Background: an optimization exercise with open tools, aiming at small area. Do not read the settings as production practice. Power figures rest on the tool's default switching activity, not on a simulated workload.

before:
// shuzizhong
module shuzizhong(
    input wire clk1,         
    input wire reset,        
    input wire ah1,          
    input wire am1,          
    input wire alarm1,       
    input wire en,           
    input wire naozhong,     
    output wire [0:6] shi,       
    output wire [0:6] ge,        
    output wire [0:6] min_shi,   
    output wire [0:6] min_ge,    
    output wire [0:6] sec_shi,   
    output wire [0:6] sec_ge,    
    output wire daodian,     
    output wire audio        
);
    reg [6:0] lf;
    reg       half;
    wire      wrap = (lf[5:0] == 6'b011001);
    wire      tick = wrap & ~half;
    always @(posedge clk1 or posedge reset) begin
        if (reset) begin
            lf <= 7'b0110010;
            half <= 0;
        end else begin
            lf <= {lf[5:0], lf[6] ^ lf[2] ^ wrap};
            half <= half ^ wrap;
        end
    end
    reg [2:0] sub;
    wire sub_c = sub[2];    
    always @(posedge clk1 or posedge reset) begin
        if (reset) sub <= 0;
        else if (tick) sub <= sub_c ? 3'd0 : {sub[1] & sub[0], sub[1] ^ sub[0], ~sub[0]};
    end
    reg ah_s, ah, am_s, am, alarm_s, alarm, alarm_d;
    always @(posedge clk1 or posedge reset) begin
        if (reset) begin
            ah_s <= 1; ah <= 1;
            am_s <= 1; am <= 1;
            alarm_s <= 0; alarm <= 0; alarm_d <= 0;
        end else if (tick) begin
  ...
Settings: LEC_CHECK=0, CAP_MARGIN=20, CORE_MARGIN=2, CORE_UTILIZATION=60, SLEW_MARGIN=20; clock period 25.0 ns.
standard.sh (not shown) runs the stock make flow with config.mk's settings and CLKGATE_MAP_FILE= SYNTH_SCRIPT=/design/flow/synth_recipe.tcl, a recipe that flattens the netlist after the stock synthesis.
==> flow/flow/run.sh <==
#!/bin/bash
# Layout flow: the standard ORFS flow (standard.sh) with three changes.
#  1. Synthesis runs with a copy of the ORFS scripts whose ABC script is flow/abc_area.script
#     (area-oriented mapping) and without the half/full adder extraction, so ABC maps the
#     adders' logic together with the rest. Registers are mapped as in the standard synthesis.
#  2. Ports are buffered with sky130_fd_sc_hd__buf_1.
#  3. Clock tree with small clock buffers and no dummy loads.
# Each step's full log is kept by ORFS under orfs/logs/; make's output goes to *.log here.
set -euo pipefail
HERE=$(pwd)
FLOWDIR=$(cd "$(dirname "${BASH_SOURCE[0]}")" && pwd)

rm -rf "$HERE/scripts_mod"
cp -r "$FLOW_HOME/scripts" "$HERE/scripts_mod"
cp "$FLOWDIR/abc_area.script" "$HERE/scripts_mod/abc_speed.script"

SCRIPTS_DIR="$HERE/scripts_mod" ADDER_MAP_FILE= bash standard.sh synth > "$HERE/synth_make.log" 2>&1

export BUFFER_PORTS_ARGS="-buffer_cell sky130_fd_sc_hd__buf_1"
export CTS_ARGS="-sink_clustering_enable -repair_clock_nets -buf_list sky130_fd_sc_hd__clkbuf_16 -sink_clustering_size 80 -sink_clustering_max_diameter 300 -dont_use_dummy_load"
bash standard.sh > "$HERE/layout_make.log" 2>&1
==> flow/flow/abc_area.script <==
strash
ifraig
dc2
dch -f
amap
strash
dc2
dch -f
amap
topo
Looking at the reports, before completed the entire flow and the layout it produced met the timing, design-rule and antenna checks.
#### Input delta (after over before)
-- flow/flow/run.sh --
<<< before, line 19
export BUFFER_PORTS_ARGS="-buffer_cell sky130_fd_sc_hd__buf_1"
export CTS_ARGS="-sink_clustering_enable -repair_clock_nets -buf_list sky130_fd_sc_hd__clkbuf_16 -sink_clustering_size 80 -sink_clustering_max_diameter 300 -dont_use_dummy_load"
bash standard.sh > "$HERE/layout_make.log" 2>&1
>>> after, line 19
export BUFFER_PORTS_ARGS="-buffer_cell sky130_fd_sc_hd__buf_1"
export CTS_ARGS="-sink_clustering_enable -repair_clock_nets -buf_list ${CTS_BUFS:-sky130_fd_sc_hd__clkbuf_8} -dont_use_dummy_load"
bash standard.sh > "$HERE/layout_make.log" 2>&1
==> run notes <==
Sort after and before by relative area change from synthesis to final layout, descending, and before comes first. Placeable core area essentially unchanged between before and after. Summary of the comparison: highest clock rate is higher in after, relative to before. after ended up with a lower final clock period utilization by the worst path than before did. Total power ends up lower on after. before -> after: post-detailed-route via-to-cell ratio flat. Re utilization: after is 1.6 points down on before. Max sequential share of layout area across after and before: after. Compared with before, after shows clock network fraction of design power lower by 9.2 points.
No functional check of the RTL was part of any run of this note.

[what the ideal ports hide]
The flow's constraints put no driver on any port. The routed layouts listed below were extracted and timed again, unchanged, in two steps. Step 1: set_driving_cell puts a clkbuf_16 on clk1 and a buf_2 on each other input, an assumption about the parent block. Step 2 times the ports against the registers' clock, not the clock port: input delays grow and output delays shrink by t, the midpoint of the rising clock arrivals with the driver on. Three values: ideal, step 1, step 2; two values: the first two.
run | shift t [ns] | setup slack, ns | worst hold slack (ns) | worst register clock-pin slew, ns | worst data-port slew with drivers (ns)
before | 0.354 | 12.524 / 12.501 / 12.501 | 0.370 / 0.370 / 0.370 | 0.06 / 0.06 | 0.03
after | 0.363 | 12.563 / 12.539 / 12.539 | 0.374 / 0.374 / 0.374 | 0.09 / 0.09 | 0.03
After both steps every run listed still meets setup and hold. The setup slack of after, which loses most, moves by -0.024 ns with the drivers and by -0.024 ns with both steps.
